From an optimization exercise on the open Yosys and OpenROAD flow, aimed at small area; shortcuts taken in it are not production practice. At most, simulation tests tie the RTL to the original design; equivalence was not proved. No functional check of the RTL was part of run 2.

===== flow/config.mk =====
export PLATFORM = sky130hd
export DESIGN_NAME = syntropy_core
export DESIGN_NICKNAME = syntropy_core
export VERILOG_FILES = /design/flow/design.v
export SDC_FILE = /design/flow/constraint.sdc
export NUM_CORES = 4
export LEC_CHECK = 0
export CAP_MARGIN = 20
export CORE_MARGIN = 2
export CORE_UTILIZATION = 40
export SLEW_MARGIN = 20

===== flow/constraint.sdc =====
create_clock -name core_clock -period 13.0 [get_ports {clk}]
set_input_delay 2.6000 -clock core_clock [delete_from_list [all_inputs] [get_ports {clk}]]
set_output_delay 2.6000 -clock core_clock [all_outputs]
set_load 0.01 [all_outputs]

===== flow/design.v =====
`timescale 1ns / 1ps
module syntropy_core (
    input wire clk,
    input wire rst_n,
    input wire [15:0] voltage_drift,
    input wire [15:0] packet_loss,
    input wire [15:0] temp_variance,
    input wire [15:0] phase_jitter,
    input wire [15:0] threshold,
    input wire enable_learning,
    input wire mesh_broadcast_en,
    output wire stable,
    output reg [15:0] flux_value,
    output reg [15:0] correction_vector,
    output reg [15:0] optimized_params,
    output wire learning_active,
    output wire mesh_broadcast_req,
    input wire [15:0] mesh_flux_in,
    input wire [15:0] mesh_correction_in,
    input wire mesh_valid_in,
    output reg [15:0] mesh_flux_out,
    output reg [15:0] mesh_correction_out,
    output wire mesh_valid_out,
    output wire [7:0] iteration_count,
    output wire [3:0] state,
    output wire error_flag
);
    localparam IDLE = 3'd0, EVAL = 3'd1, LEARN = 3'd2, CORR = 3'd3, BCAST = 3'd4, ERR = 3'd5;
    reg [2:0] cs;         
    reg [2:0] ps;         
    reg [3:0] ic;         
    reg       lflag;      
    reg [15:0] p;         
    reg [15:0] q;         
    reg [15:0] thr;
    reg        len, men;
    assign state = {1'b0, ps};
    assign iteration_count = {4'd0, ic};
    assign stable = (ps == EVAL) && (cs == IDLE);
    assign learning_active = (ps == LEARN) && (cs == LEARN);
    assign mesh_broadcast_req = (ps == BCAST);
    assign mesh_valid_out = (ps == BCAST);
    assign error_flag = (ps == ERR);
    wire in_eval  = (cs == EVAL);
    wire in_learn = (cs == LEARN);
    wire first    = (ps == EVAL);
    wire fin      = in_learn && !first && ic[3] && ic[1];
    wire iter     = in_learn && !fin;
    wire [15:0] flux_calc = 16'h0100 - (voltage_drift + packet_loss + {8'd0, temp_variance[15:8]} + phase_jitter);
    wire [15:0] x = p + {p[14:0], 1'b0} + (fin ? q : {8'd0, q[15:8]});
    wire [15:0] fl = 16'h0100 - x;
    wire [15:0] f = lflag ? fl : flux_value;    
    wire [15:0] m = in_eval ? flux_calc : f;
    wire [16:0] e = {1'b0, thr} - {1'b0, m};    
    wire ezero = (e[15:0] == 16'd0);
    wire stable_c = e[16] | ezero;              
    wire signed [22:0] e25 = $signed(e) * 23'sd25;
    wire [15:0] pu = p + e25[22:7] + {15'd0, |e[6:0]};
    wire signed [10:0] h = $signed({e[16], e[16:7]}) + $signed({10'd0, |e[6:0]});
    wire signed [14:0] h25 = h * 15'sd25;
    wire [15:0] qu = q + {{9{h25[14]}}, h25[14:8]} + {15'd0, |h25[7:0]};
    wire ovf = flux_calc[15] | pu[15] | qu[15];
    always @(posedge clk) begin
        thr <= threshold;
        len <= enable_learning;
        men <= mesh_broadcast_en;
    end
    always @(posedge clk or negedge rst_n) begin
        if (!rst_n) begin
            cs <= IDLE;
            ps <= IDLE;
            ic <= 4'd0;
            lflag <= 1'b0;
            p <= 16'd0;
            q <= 16'd0;
            flux_value <= 16'd0;
            correction_vector <= 16'd0;
            optimized_params <= 16'd0;
            mesh_flux_out <= 16'd0;
            mesh_correction_out <= 16'd0;
        end else begin
            ps <= cs;
            case (cs)
                IDLE: cs <= ovf ? ERR : EVAL;
                EVAL: cs <= stable_c ? IDLE : (len ? LEARN : CORR);
                LEARN: if (fin) cs <= CORR;
                CORR: cs <= BCAST;
                BCAST: cs <= IDLE;
                ERR: cs <= ERR;
                default: cs <= IDLE;
            endcase
            if (in_eval) begin
                flux_value <= flux_calc;
                lflag <= 1'b0;
                correction_vector <= e[16] ? 16'd0 : e[15:0];
            end
            if (iter) begin
                p <= pu;
                q <= qu;
                lflag <= 1'b1;
                ic <= first ? 4'd1 : ic + 4'd1;
            end
            if (fin) optimized_params <= x;
            if (cs == CORR && men && mesh_valid_in) correction_vector <= mesh_correction_in;
            if (cs == BCAST) begin
                mesh_flux_out <= f;
                mesh_correction_out <= correction_vector;
            end
        end
    end
endmodule

===== flow/run.sh =====
#!/bin/bash
# synth_recipe.tcl (not shown) runs the flow's synth.tcl, then flattens the netlist and writes it again
# the make line also repeats each setting of config.mk as NAME=value (left out here)
make -C /OpenROAD-flow-scripts/flow DESIGN_CONFIG=/design/flow/config.mk WORK_HOME=/design/flow/orfs CLKGATE_MAP_FILE= SYNTH_SCRIPT=/design/flow/synth_recipe.tcl finish

==> results of run 1 <==
## state kept, by name, summed over array words and instances, names as in the netlist
signal and count:
cs 3, ic 4, men 1, flux_value 16, lflag 1, mesh_flux_out 16
mesh_correction_out 16, ps 3, thr 16, len 1, p 16, q 16
correction_vector 16, optimized_params 16
## layout by cell type, fill, tap and decap left out, types with 13 or more instances in the layout
master           synthesis  layout
nand2_1                224     224
ha_1                   194     186
clkdlybuf4s50_1          0     183
buf_4                    7     131
dfrtp_1                123     123
inv_1                  121     120
o21ai_0                 97      93
nor2_1                  71      69
a21oi_1                 72      68
fa_1                    62      59
xnor2_1                 64      57
xor2_1                  41      39
a21o_1                  26      26
nor3_1                  22      22
dfxtp_1                 18      18
nand2b_1                17      17
clkbuf_16                0      17
o21a_1                  16      16
nand3_1                 17      16
a22oi_1                 16      16
nor2b_1                 16      15
mux2_2                  13      13
## worst min path at each step
stage                                             from                                  to  slack (ns)  cells past startpoint
finish              mesh_correction_out[0]$_DFFE_PN0N_  mesh_correction_out[0]$_DFFE_PN0N_        0.47                      2
detailed placement  mesh_correction_out[9]$_DFFE_PN0N_  mesh_correction_out[9]$_DFFE_PN0N_        0.46                      2
floorplan                            cs[2]$_DFFE_PN0N_                     ps[2]$_DFF_PN0_        0.35                      0
global route        mesh_correction_out[6]$_DFFE_PN0N_  mesh_correction_out[6]$_DFFE_PN0N_        0.50                      2
CTS                 mesh_correction_out[0]$_DFFE_PN0N_  mesh_correction_out[0]$_DFFE_PN0N_        0.48                      2
global placement       optimized_params[5]$_DFFE_PN0N_     optimized_params[5]$_DFFE_PN0N_        0.46                      2
## metal layers
| metal | wire length (µm) | global-route usage | vias up |
|---|---|---|---|
| li1 | - | - | 5466 |
| met1 | 15600 | 0.269 | 5179 |
| met2 | 15600 | 0.330 | 230 |
| met3 | 1750 | 0.0398 | 28 |
| met4 | 468 | 0.0528 | 0 |
| met5 | 0 | 0 | - |
## through the flow
stage	TNS [ns]	worst slack [ns]
4_1_cts	0	0.00743
3_3_place_gp	-1.98	-0.602
2_1_floorplan	0	0.127
3_5_place_dp	-3.02	-0.758
6_report	0	0.621
5_1_grt	0	0.0222
## timing repair
item	CTS	global route
setup endpoints to repair	3	7
buffers inserted	1	6
gates resized for setup	11	36
pin swaps	8	38
## area by class of cell
type / count / area, µm²
fill: 2890 / 14700
multi-input combinational: 1127 / 9080
sequential: 141 / 3440
timing repair buffer: 316 / 2840
tap: 402 / 503
inverter: 121 / 457
clock buffer: 19 / 443
clock inverter: 13 / 140
## cell families (layout without fill, tap and decap cells)
group | count (synthesis) | in the layout
AND/OR/NAND/NOR | 434 | 434
flip-flops | 141 | 141
buffers and inverters | 162 | 469
other | 1 | 5
XOR/XNOR | 110 | 110
adder cells (fa/ha/maj) | 256 | 256
multiplexers | 24 | 24
AO/OA/AOI/OAI | 298 | 298
## worst register-to-register path: cells and delay by family, from the launching register on
kind	cells	cell delay, ns
flip-flops	1	0.52
multiplexers	1	0.27
buffers and inverters	4	0.51
AND/OR/NAND/NOR	11	2.51
adder cells (fa/ha/maj)	8	2.80
AO/OA/AOI/OAI	18	3.05
XOR/XNOR	9	1.83
==> notes.md, run 1 <==
status=no timing/DRC/antenna violations; post-synthesis instance total=1,426; Die H=184 µm; Nets=2,097; layout cells sized above 1=0.135; Syn-to-layout area delta=30.8%; CP most frequent cell=ha_1; largest family of logic cells by synthesized area=adder cells; fmax=80.8 MHz; Layout Cells excl Fill=2,139; CP endpoint=q[15]$_DFFE_PN0P_; synth warn=1; DR pass1 iterations=5; reg2reg path depth=51; area share of fa/ha/maj cells after synthesis=0.284; RSZ-0062 raised after global routing=no; Site Rows=65; CTS Buffer Depth=2; root buf cell=clkbuf_16; Setup Viol. Count Final=0; first-iteration detailed-routing DRC count=486; Synth Area in Simple Gates=0.155; post-DR wirelength/cell=15.6 µm; CORE AREA=31,600 µm²; maximum number of pins on one net before global-route repair=70; Synth Cell Area=12,900 µm²; Worst Skew=0.0159 ns; number of synthesized flops with an enable pin=0; crit-path leading delay family=adder cells; initial core utilization=0.408; post-synth top area share=0.238; FFs w/ async S/R, synth=0.872; post-route design area=16,900 µm²; CTS tree=yes; vias in the first global route=10,700; Total Wirelength=33,500 µm; drt drc=0; endpoints failing hold=0; hold slack=0.475 ns; Vias/cell=5.10; post-DP HPWL=26,900 µm; WP buf/inv=6; chip width=184 µm; H-tree depth=4; Total GRT Usage=0.200; slowest stage delay, CP=0.51 ns; Max Slew Vio Count=0; mean area per synthesized cell=9.06 µm²; Die ar.=33,700 µm²; CP Data Required Time=13.33 ns; Post-DP Area=16,000 µm²; port bufs=184; critical path class=in2reg; most common cell in the netlist=nand2_1; Netlist cell types=81; Clock Sinks=141; hold-fix buffers at CTS=0; Max-Cap Viols=0; gr ovfl total=0; reg-to-reg slack, setup=1.38 ns; leading area contributor after synthesis=dfrtp_1; reg2reg start=cs[1]$_DFFE_PN0N_; IO Pins=214; vias=10,900; relative slew slack=0.386; instance count on the critical path=50; top area cells in the synthesized netlist=dfrtp_1 (24%), ha_1 (19%), fa_1 (9.6%); crit-path max FO=5; Num CTS Buffers=17; Layout Utilization=0.534; gpl congestion=0.839; CP max stage cell=fa_1; Hold/Removal Path Class=reg2reg; fin crit share=0.952; clk latency of the worst-skew pair=0.44 ns; Worst Max-Slew Pin Slew=0.920 ns; Ant. Diodes=0; initial antenna violation count=1; worst r2r dst=q[15]$_DFFE_PN0P_; mux cell area share after synthesis=0.0199; Placed Instances=2,100; synthesis-stage register bit count=141; crit path launch type=primary input; register area share after synthesis=0.266; Most used DFF post-synth=dfrtp_1; first-pass GRT wire length=53,700 µm; post-synthesis compound-gate area fraction=0.146; post-synthesis xor/xnor area fraction=0.0793; final antenna-violating net count=0; synth cell count leaders=nand2_1 (224), ha_1 (194), dfrtp_1 (123), inv_1 (121), o21ai_0 (97); Crit. Startpoint=phase_jitter[1]; clock-pin slew on the worst setup and hold paths=0.07 ns; crit path DAT=12.70 ns; crit end category=flip-flop; post-layout min period=12.38 ns
==> run 2, diff against run 1 <==
--- a/flow/design.v
+++ b/flow/design.v
@@ -47,18 +47,41 @@
     wire fin      = in_learn && !first && ic[3] && ic[1];
     wire iter     = in_learn && !fin;
-    wire [15:0] flux_calc = 16'h0100 - (voltage_drift + packet_loss + {8'd0, temp_variance[15:8]} + phase_jitter);
-    wire [15:0] x = p + {p[14:0], 1'b0} + (fin ? q : {8'd0, q[15:8]});
-    wire [15:0] fl = 16'h0100 - x;
+    function automatic [23:0] rca(input [23:0] a, input [23:0] b, input ci);
+        integer i;
+        reg c;
+        begin
+            c = ci;
+            for (i = 0; i < 24; i = i + 1) begin
+                rca[i] = a[i] ^ b[i] ^ c;
+                c = (a[i] & b[i]) | (c & (a[i] ^ b[i]));
+            end
+        end
+    endfunction
+    wire [15:0] s_a = rca(voltage_drift, packet_loss, 1'b0);
+    wire [15:0] s_b = rca(s_a, phase_jitter, 1'b0);
+    wire [15:0] s_c = rca(s_b, {8'd0, temp_variance[15:8]}, 1'b0);
+    wire [15:0] flux_calc = rca(~s_c, 16'h0101, 1'b0);
+    wire [15:0] p3 = rca(p, {p[14:0], 1'b0}, 1'b0);
+    wire [15:0] x = rca(p3, fin ? q : {8'd0, q[15:8]}, 1'b0);
+    wire [15:0] fl = rca(~x, 16'h0101, 1'b0);
     wire [15:0] f = lflag ? fl : flux_value;    
     wire [15:0] m = in_eval ? flux_calc : f;
-    wire [16:0] e = {1'b0, thr} - {1'b0, m};    
+    wire [16:0] e = rca({1'b0, thr}, {1'b1, ~m}, 1'b1);    
     wire ezero = (e[15:0] == 16'd0);
     wire stable_c = e[16] | ezero;              
-    wire signed [22:0] e25 = $signed(e) * 23'sd25;
-    wire [15:0] pu = p + e25[22:7] + {15'd0, |e[6:0]};
-    wire signed [10:0] h = $signed({e[16], e[16:7]}) + $signed({10'd0, |e[6:0]});
-    wire signed [14:0] h25 = h * 15'sd25;
-    wire [15:0] qu = q + {{9{h25[14]}}, h25[14:8]} + {15'd0, |h25[7:0]};
-    wire ovf = flux_calc[15] | pu[15] | qu[15];
+    wire [9:0] ea = e[16:7];
+    wire [6:0] eb = e[6:0];
+    wire [15:0] ea16 = {{6{ea[9]}}, ea};
+    wire [11:0] b25 = rca({5'd0, eb}, rca({2'd0, eb, 3'd0}, {1'd0, eb, 4'd0}, 1'b0), 1'b0);
+    wire [4:0] cb = rca(b25[11:7], 5'd0, |b25[6:0]);
+    wire [15:0] a25 = rca(ea16, rca({ea16[12:0], 3'd0}, {ea16[11:0], 4'd0}, 1'b0), 1'b0);
+    wire [15:0] pu = rca(p, a25, 1'b0) ;
+    wire [15:0] pu2 = rca(pu, {11'd0, cb}, 1'b0);
+    wire [10:0] h = rca({ea[9], ea}, 11'd0, |eb);
+    wire [15:0] h16 = {{5{h[10]}}, h};
+    wire [15:0] h25 = rca(h16, rca({h16[12:0], 3'd0}, {h16[11:0], 4'd0}, 1'b0), 1'b0);
+    wire [7:0] g = rca(h25[15:8], 8'd0, |h25[7:0]);
+    wire [15:0] qu = rca(q, {{8{g[7]}}, g}, 1'b0);
+    wire ovf = flux_calc[15] | pu2[15] | qu[15];
     always @(posedge clk) begin
         thr <= threshold;
@@ -96,5 +119,5 @@
             end
             if (iter) begin
-                p <= pu;
+                p <= pu2;
                 q <= qu;
                 lflag <= 1'b1;
==> run 2 against run 1 <==
The layout now fails its checks (setup timing). Non-clock buffer count up 11. Count of clock-buffer cells in the layout is 1 lower. Via count fell by 28%. Routed wire length shrank 16%. First-iteration DRC count decreased by 46%. Largest cell class unchanged.
==> notes.md, run 2 <==
status=complete, but fails checks; SO Viols=setup timing; post-DP HPWL=22,800 µm; Crit. Startpoint=voltage_drift[0]; final antenna-violating net count=0; Layout Utilization=0.558; number of synthesized flops with an enable pin=0; fin crit share=1.31; crit path launch type=primary input; IO Pins=214; CTS tree=yes; Layout Cells excl Fill=1,711; first-pass GRT wire length=45,100 µm; crit path DAT=17.30 ns; Most used DFF post-synth=dfrtp_1; vias=7,843; top area cells in the synthesized netlist=dfrtp_1 (28%), fa_1 (27%), ha_1 (11%); crit-path max FO=2; Placed Instances=1,675; Total GRT Usage=0.205; synthesis-stage register bit count=141; Max Slew Vio Count=0; Ant. Diodes=0; Fillers=2,411; layout cells sized above 1=0.290; root buf cell=clkbuf_16; first-iteration detailed-routing DRC count=264; leading area contributor after synthesis=dfrtp_1; Max-Cap Viols=0; H-tree depth=4; reg2reg start=cs[2]$_DFFE_PN0N_; Num CTS Buffers=17; port bufs=184; DR pass1 iterations=4; Netlist cell types=51; CORE AREA=27,600 µm²; Die H=171 µm; critical path class=in2reg; Clock Sinks=141; clk latency of the worst-skew pair=0.43 ns; Fin Setup TNS=-31.99 ns; post-synthesis instance total=1,012; gr ovfl total=0; commonest non-fill, non-tap cell in the layout=clkdlybuf4s50_1; post-synth top area share=0.277; worst setup margin=-4.00 ns; hold_sp=len$_DFF_P_; Die ar.=29,100 µm²; Worst Skew=0.0126 ns; post-layout min period=17.00 ns; hold slack=0.435 ns; post-route design area=15,400 µm²; Total Wirelength=28,200 µm; CP max stage cell=fa_2; drt drc=0; Vias/cell=4.58; endpoints failing hold=0; most common cell in the netlist=inv_1; mean area per synthesized cell=11.0 µm²; Post-DP Area=14,500 µm²; register area share after synthesis=0.309; slowest stage delay, CP=0.57 ns; CTS Buffer Depth=2; vias in the first global route=8,492; worst slack, placed=-5.00 ns; RSZ-0062 raised after global routing=yes; CP most frequent cell=fa_2; Worst Max-Slew Pin Slew=0.748 ns; synth warn=1; FFs w/ async S/R, synth=0.872; Syn-to-layout area delta=38.3%; CP Data Required Time=13.30 ns; synth cell count leaders=inv_1 (192), fa_1 (151), dfrtp_1 (123), ha_1 (100), nand2_1 (86); Setup Viol. Count Final=17; Nets=1,688; clock-pin slew on the worst setup and hold paths=0.06 ns; Hold/Removal Path Class=reg2reg; chip width=171 µm; maximum number of pins on one net before global-route repair=78; Site Rows=61; initial core utilization=0.404; relative slew slack=0.502; Synth Cell Area=11,100 µm²; commonest cells after routing, fill and taps aside=clkdlybuf4s50_1 (179), inv_1 (170), buf_4 (142); hold-fix buffers at CTS=0; initial antenna violation count=1; post-DR wirelength/cell=16.5 µm; crit end category=flip-flop; gpl congestion=0.840; fmax=58.8 MHz
==> run 2: changes by cell type after synthesis, sizes merged, moves of 21 or more <==
cell   before  now
a21o       26    3
fa         62  151
ha        194  100
inv       121  192
mux2       13   34
nand2     225  101
nor2       71   46
o21ai     102   46
xnor2      66   16
xor2       42    5
==> run 2: timing repair <==
item                                    in CTS  in global routing
cloned                                       0                  0
setup buffers                                4                  1
pin swaps                                   53                  7
gates resized for setup                     58                  8
endpoints found under the setup margin      19                 19
==> run 2: final timing paths <==
| kind | slack (ns) | end | cells after the start |
|---|---|---|---|
| hold / removal | 0.43 | cs[0]$_DFFE_PN0N_ | 1 |
| setup reg to reg | -2.97 | cs[2]$_DFFE_PN0N_ | 52 |
| hold reg to reg | 0.43 | cs[0]$_DFFE_PN0N_ | 1 |
| max in group asynchronous | 9.61 | lflag$_DFFE_PN0P_ | 2 |
| setup / recovery | -4.00 | cs[2]$_DFFE_PN0N_ | 52 |
| min in group asynchronous | 2.22 | ic[3]$_DFFE_PN0P_ | 1 |
==> run 2: worst max-delay path: cells and delay by family <==
| kind | cells | cell delay (ns) |
|---|---|---|
| xor gates and xnor gates | 2 | 0.51 |
| buffers and inverters | 8 | 0.45 |
| adders and majority gates | 38 | 13.22 |
| AOI/OAI and AO/OA | 4 | 0.51 |
==> run 2: cell families (layout without fill, tap and decap cells) <==
| group | after synthesis | count (layout) | share of synthesized area |
|---|---|---|---|
| adder cells (fa/ha/maj) | 251 | 251 | 0.384 |
| buffers and inverters | 234 | 551 | 0.0890 |
| AND/OR/NAND/NOR | 193 | 193 | 0.0805 |
| flip-flops | 141 | 141 | 0.309 |
| AO/OA/AOI/OAI | 112 | 112 | 0.0586 |
| multiplexers | 55 | 55 | 0.0533 |
| XOR/XNOR | 25 | 25 | 0.0246 |
| other | 1 | 5 | 0.000337 |
==> run 2: per-layer routing <==
metal / routed length [µm] / global-route usage
met1: 12400 / 0.269
met2: 13500 / 0.339
met3: 1590 / 0.0446
met4: 682 / 0.0676
met5: 0 / 0
==> run 2: final cells by class <==
class | count | area [µm²] | area share
repair buffers | 327 | 2930 | 0.191
flip-flops and latches | 141 | 3440 | 0.224
inverters | 192 | 721 | 0.0469
well taps | 378 | 473 | 0.0308
multi-input cells | 641 | 7230 | 0.470
clock inverters | 14 | 155 | 0.0101
clock buffers | 18 | 429 | 0.0279

[port drivers added, routing unchanged]
The flow's constraints put no driver on any port. The routed layouts listed below were extracted and timed again, unchanged, in two steps. Step 1 (the two cells are an assumption about what drives the block):
set clk [get_ports {clk}]
set_driving_cell -lib_cell sky130_fd_sc_hd__clkbuf_16 $clk
set_driving_cell -lib_cell sky130_fd_sc_hd__buf_2 [delete_from_list [all_inputs] $clk]
Step 2 moves the port delays by t, midway between the first and last clock arrival at a register: inputs arrive t later, outputs are due t later. That takes back most of the time a late clock gives input paths. Slacks: ideal / step 1 / step 2; pairs: ideal / step 1.
| run | t, ns | setup slack, ns | worst setup path after step 2 | clock arrival spread, ns |
|---|---|---|---|---|
| run 1 | 0.484 | 0.621 / 0.643 / 0.159 | input to register | 0.015 / 0.016 |
| run 2 | 0.473 | -3.999 / -3.982 / -4.454 | input to register | 0.012 / 0.013 |
For run 1, which loses most, drivers alone change the setup slack by +0.022 ns; drivers and shift together by -0.462 ns.
